What follows belongs to an exercise in optimizing a design on an open flow for small area and a short achievable clock period; a production flow would make more cautious choices.
Power is estimated from default activity; no workload was simulated.

==> zinc <==
## VKSA_256_top
module VKSA_256_top (in_clk, in_A, in_B, in_CI, out_S, out_CO);
==> flow/config.mk <==
export PLATFORM = sky130hd
export DESIGN_NAME = VKSA_256_top
export DESIGN_NICKNAME = VKSA_256_top
export VERILOG_FILES = /design/flow/design.v
export SDC_FILE = /design/flow/constraint.sdc
export NUM_CORES = 4
export LEC_CHECK = 0
export CAP_MARGIN = 20
export CORE_MARGIN = 2
export CORE_UTILIZATION = 40
export SLEW_MARGIN = 20
export SYNTH_HIERARCHICAL = 1
==> flow/constraint.sdc <==
create_clock -name core_clock -period 5.5 [get_ports {in_clk}]
set_input_delay 1.1000 -clock core_clock [delete_from_list [all_inputs] [get_ports {in_clk}]]
set_output_delay 1.1000 -clock core_clock [all_outputs]
set_load 0.01 [all_outputs]
standard.sh (not shown) runs the stock make flow with config.mk's settings and CLKGATE_MAP_FILE= SYNTH_SCRIPT=/design/flow/synth_recipe.tcl, a recipe that flattens the netlist after the stock synthesis.
==> flow/flow/run.sh <==
#!/bin/bash
# Standard synthesis and layout, but with plain buffers on the ports
# (buffer_ports would otherwise pick clkdlybuf4s50_1, a slow delay cell).
set -euo pipefail
bash standard.sh synth > synth.log 2>&1
bash standard.sh "BUFFER_PORTS_ARGS=-buffer_cell ${PORT_BUF:-sky130_fd_sc_hd__buf_1}" finish > layout.log 2>&1
==> inputs of nickel, as changes to zinc <==
SETUP_SLACK_MARGIN = 3.2   (was unset)
==> summary.md <==
| Metric | Value |
|---|---|
| HPWL reported at the end of detailed placement | `70900 um` |
| Initial drt markers | `660` |
| Via/cell ratio | `4.80` |
| Worst Path Max Fanout | `5` |
| Number of vias in the routed layout | `18400` |
| First-pass detailed-route iteration total | `7` |
| Status | `finished clean` |
| End point of the most critical hold path | `out_S[2]$_DFF_P_` |
| Combinational cell power | `2.74 mW` |
| Worst-path cell with the longest stage delay | `dfxtp_1` |
| Fraction of the cycle the final worst path needs | `41.8%` |
| Cell count along the critical path | `11` |
| Final critical delay including setup and external delays | `2.30 ns` |
| Final wirelength | `82300 um` |
| Fill count | `5231` |
[end of results for nickel]
==> summary.md <==
| Metric | Value |
|---|---|
| Worst Path Max Fanout | `7` |
| Status | `finished clean` |
| Post-Synthesis Cell Area | `0.0238 mm^2` |
| Initial drt markers | `887` |
| Fraction of the cycle the final worst path needs | `60.7%` |
| Final wirelength | `80800 um` |
| Combinational cell power | `2.42 mW` |
| First-pass detailed-route iteration total | `5` |
| Cell count along the critical path | `10` |
| End point of the most critical hold path | `out_S[1]$_DFF_P_` |
| Fill count | `5544` |
| Number of vias in the routed layout | `18100` |
| Worst-path cell with the longest stage delay | `o21ai_1` |
[end of results for zinc]
No functional check of the RTL was part of any run of this note.

---

==> harbor <==
VKSA_256_top, a different RTL version from the one above (not shown whole).
==> flow/config.mk <==
export PLATFORM = sky130hd
export DESIGN_NAME = VKSA_256_top
export DESIGN_NICKNAME = VKSA_256_top
export VERILOG_FILES = /design/flow/design.v
export SDC_FILE = /design/flow/constraint.sdc
export NUM_CORES = 4
export LEC_CHECK = 0
export ABC_AREA = 1
export CAP_MARGIN = 20
export CORE_MARGIN = 2
export CORE_UTILIZATION = 40
export SETUP_SLACK_MARGIN = 3.2
export SLEW_MARGIN = 20
==> flow/constraint.sdc <==
create_clock -name core_clock -period 5.5 [get_ports {in_clk}]
set_input_delay 1.1000 -clock core_clock [delete_from_list [all_inputs] [get_ports {in_clk}]]
set_output_delay 1.1000 -clock core_clock [all_outputs]
set_load 0.01 [all_outputs]
Scripts as last shown in full above: flow/flow/run.sh
==> delta (differences from harbor) <==
Settings changed: SETUP_SLACK_MARGIN 3.2 to unset.
==> notes.md <==
Result of the run: delta complete, no violations; harbor complete, no violations
Worst-case headroom to the max-slew limit: delta 0.638; harbor 0.778
Detailed-route wire length on metal 1: delta 33,700 um; harbor 34,600 um
Sequential fraction of design power: delta 0.462; harbor 0.438
Proportion of cell area occupied by multi-input gates: delta 0.396; harbor 0.425
Fraction of power consumed by the clock network: delta 0.332; harbor 0.347
Largest fanout on the critical path: delta 5; harbor 1
Fraction of area in clock buffers and inverters: delta 0.0600; harbor 0.0630
Initial antenna violation count: delta 3; harbor 7
Kind of critical path: delta reg2reg; harbor reg2out
CP max-delay cell: delta nor2_1; harbor dfxtp_1
Final-layout clock buffer total: delta 76; harbor 79
Critical path data required time: delta 6.02 ns; harbor 4.40 ns
Ratio of final minimum period to clock period: delta 0.462; harbor 0.410
Number of buffers inserted by post-CTS setup repair: delta 0; harbor 2
Pin count of the biggest net entering global routing: delta 15; harbor 16
Combinational share of power: delta 0.206; harbor 0.215
Sort of element at the end of the critical path: delta flip-flop; harbor primary output
Power dissipated in combinational cells: delta 2.41 mW; harbor 2.65 mW
Worst setup margin: delta 2.96 ns; harbor 3.25 ns
Length in cells of the worst reg-to-reg path: delta 12; harbor 13
Wire length of the first global-routing pass: delta 116,000 um; harbor 119,000 um
Pwr dens: delta 372 nW/um2; harbor 367 nW/um2
No functional check of the RTL was part of any run of this note.

---

==> v30 <==
Another version of the RTL of VKSA_256_top (not shown whole).
==> flow/design.v (excerpt) <==
module VKSA_256_top (in_clk, in_A, in_B, in_CI, out_S, out_CO);
clock: 5.5 ns
lec_check: 0
cap_margin: 20
core_area: 17 17 227 227
cts_cluster_diameter: 120
cts_cluster_size: 24
die_area: 0 0 244 244
setup_slack_margin: 3.25
slew_margin: 20
synth_hierarchical: 1
tns_end_percent: 5
==> flow/flow/run.sh <==
#!/bin/bash
# Standard synthesis and layout, with:
# - plain minimum-size buffers on the ports (buffer_ports would otherwise pick
#   clkdlybuf4s50_1, a slow delay cell);
# - the pins in bit order around the die (flow/pins.tcl);
# - every gate reset to its smallest drive strength after global placement
#   (flow/downsize.tcl), so that timing repair upsizes only what it needs.
set -euo pipefail
bash standard.sh synth > synth.log 2>&1
bash standard.sh "BUFFER_PORTS_ARGS=-buffer_cell sky130_fd_sc_hd__buf_1" \
  "PRE_IO_PLACEMENT_TCL=$PWD/flow/pins.tcl" \
  "POST_GLOBAL_PLACE_TCL=$PWD/flow/downsize.tcl" finish > layout.log 2>&1
==> flow/flow/downsize.tcl <==
# Start timing repair from minimum-size gates: every combinational cell that
# synthesis mapped to a larger drive strength is swapped for the smallest cell
# of the same function (same name but for the drive-strength suffix). The
# resizer then upsizes only the gates that timing needs.
set n 0
set saved 0.0
foreach inst [get_cells *] {
  set lc [get_lib_cells -of_objects $inst]
  if {$lc eq "" || $lc eq "NULL"} { continue }
  set name [get_name $lc]
  if {![regexp {^(sky130_fd_sc_hd__[a-z0-9]+)_([0-9]+)$} $name -> base drive]} { continue }
  if {[string match "*df*" $base] || [string match "*clk*" $base] || [string match "*tap*" $base]} { continue }
  set best $name
  set best_area [get_property $lc area]
  foreach cand [get_lib_cells ${base}_*] {
    set cname [get_name $cand]
    if {![regexp "^${base}_\[0-9\]+\$" $cname]} { continue }
    if {[get_property $cand dont_use]} { continue }
    set a [get_property $cand area]
    if {$a < $best_area} { set best $cname; set best_area $a }
  }
  if {$best ne $name} {
    set saved [expr {$saved + [get_property $lc area] - $best_area}]
    replace_cell $inst [get_lib_cells $best]
    incr n
  }
}
puts "downsize.tcl: downsized $n cells, [format %.1f $saved] um2"
==> flow/flow/pins.tcl <==
# Pin order: the adder's bit slices follow each other around the die, each
# bit's in_A, in_B and out_S pins side by side, so that the carry network runs
# around a ring of bit slices: bits 0-79 on the bottom edge, 80-127 on the
# right, 128-207 on the top and 208-255 on the left (the top and bottom edges
# have the finer pin pitch).
set edges {bottom right top left}
set bounds {0 80 128 208 256}
for {set q 0} {$q < 4} {incr q} {
  set names {}
  if {$q == 0} { lappend names in_CI }
  for {set i [lindex $bounds $q]} {$i < [lindex $bounds [expr {$q + 1}]]} {incr i} {
    lappend names "in_A\[$i\]" "in_B\[$i\]" "out_S\[$i\]"
  }
  if {$q == 3} { lappend names out_CO }
  if {$q >= 2} { set names [lreverse $names] }
  set_io_pin_constraint -pin_names $names -region [lindex $edges $q]:* -group -order
}
==> inputs of v33, as changes to v30 <==
==> flow/flow/run.sh (replaced) <==
#!/bin/bash
# Standard synthesis and layout, but with plain buffers on the ports
# (buffer_ports would otherwise pick clkdlybuf4s50_1, a slow delay cell).
set -euo pipefail
bash standard.sh synth > synth.log 2>&1
bash standard.sh "BUFFER_PORTS_ARGS=-buffer_cell ${PORT_BUF:-sky130_fd_sc_hd__buf_1}" finish > layout.log 2>&1
- CORE_AREA: 17 17 227 227 -> 22 22 222 222
removed: flow/flow/downsize.tcl
removed: flow/flow/pins.tcl
==> inputs of v34, as changes to v30 <==
==> flow/flow/run.sh (replaced) <==
#!/bin/bash
# Standard synthesis and layout, but with plain buffers on the ports
# (buffer_ports would otherwise pick clkdlybuf4s50_1, a slow delay cell).
set -euo pipefail
bash standard.sh synth > synth.log 2>&1
bash standard.sh "BUFFER_PORTS_ARGS=-buffer_cell ${PORT_BUF:-sky130_fd_sc_hd__buf_1}" finish > layout.log 2>&1
- TNS_END_PERCENT: 5 -> 20
removed: flow/flow/downsize.tcl
removed: flow/flow/pins.tcl
==> inputs of v5, as changes to v30 <==
==> flow/flow/run.sh (replaced) <==
#!/bin/bash
# Standard synthesis and layout, with plain minimum-size buffers on the ports
# (buffer_ports would otherwise pick clkdlybuf4s50_1, a slow delay cell), and
# with every gate reset to its smallest drive strength after global placement
# (flow/downsize.tcl), so that timing repair upsizes only what it needs.
set -euo pipefail
bash standard.sh synth > synth.log 2>&1
bash standard.sh "BUFFER_PORTS_ARGS=-buffer_cell sky130_fd_sc_hd__buf_1" \
  "POST_GLOBAL_PLACE_TCL=$PWD/flow/downsize.tcl" finish > layout.log 2>&1
removed: flow/flow/pins.tcl
==> summary of the runs <==
v30 completed without violations. v33 went through all stages and came out clean. v34 completed with no timing, DRC or antenna violations. v5 completed without violations. Synthesized cell count is the same in v30 and v33. Between v33 and v34, the lower utilization is in v34 (gap 5.0 points). Against v5, the maximum frequency of v30 is lower by about 1.5%. Cell area: v33 is higher than v5 (about 0.7%). Clock-buffer cell count is the same in v5 and v30. The highest non-clock buffer count belongs to v34, the lowest to v5.
==> figures <==
                                                                                               v33                       v5                      v30                      v34
Status                                                                     complete, no violations  complete, no violations  complete, no violations  complete, no violations
Flop2flop setup slack                                                                      3.14 ns                  3.19 ns                  3.16 ns                  3.17 ns
Worst hold slack                                                                          0.333 ns                 0.341 ns                 0.308 ns                 0.335 ns
Total half-perimeter wirelength after legalization and detailed placement                 76500 um                 71800 um                 71000 um                 73000 um
Final RePlAce weighted congestion                                                            0.879                        -                        -                    0.970
Met2 wirelength from detailed routing                                                     46800 um                 43900 um                 45000 um                 45000 um
Total global-route track usage                                                               26.4%                    25.6%                    25.4%                    25.8%
Met1 WL                                                                                   31000 um                 30700 um                 29700 um                 30900 um
Fraction of met3 tracks used by global routing                                               7.76%                    6.47%                    5.90%                    7.68%
Clock latency reported for the late side of the worst-skew pair                            0.57 ns                  0.58 ns                  0.58 ns                  0.59 ns
Power dissipated in sequential cells                                                       5.58 mW                  5.66 mW                  5.66 mW                  5.66 mW
Lkg Pwr                                                                                    10.9 nW                  10.9 nW                  11.0 nW                  11.3 nW
First-pass GRT wire length                                                               120000 um                116000 um                117000 um                117000 um
No functional check of the RTL was part of any run of this note.

static timing again, ports no longer ideal:
No port has a modelled driver above. Below, the same layouts with a new extraction and two added sets of constraints. Step 1 sets driving cells, clkbuf_16 on the clock port and buf_2 on the other inputs (assumed; they add their load-dependent delay and slew). Step 2 moves the port delays by t, midway between the first and last clock arrival at a register: inputs arrive t later, outputs are due t later. That takes back most of the time a late clock gives input paths. a / b / c = no drivers / after step 1 / after step 2; a / b = the first two.
| run | t, ns | setup slack, ns | worst setup path after step 2 | pins driven straight from the clock port |
|---|---|---|---|---|
| zinc | 0.663 | 2.163 / 2.163 / 2.163 | register to register | 1 |
| nickel | 0.673 | 3.201 / 3.178 / 2.578 | input to register | 1 |
| harbor | 0.656 | 3.247 / 3.186 / 2.638 | input to register | 1 |
| delta | 0.653 | 2.958 / 2.958 / 2.496 | input to register | 1 |
| v30 | 0.627 | 3.147 / 3.092 / 2.680 | input to register | 1 |
| v33 | 0.630 | 3.142 / 3.098 / 2.834 | input to register | 1 |
| v34 | 0.630 | 3.169 / 3.118 / 2.832 | input to register | 1 |
| v5 | 0.633 | 3.182 / 3.122 / 2.768 | input to register | 1 |
After both steps setup and hold are still met in every run listed. For nickel, which loses most, drivers alone change the setup slack by -0.023 ns; drivers and shift together by -0.623 ns.
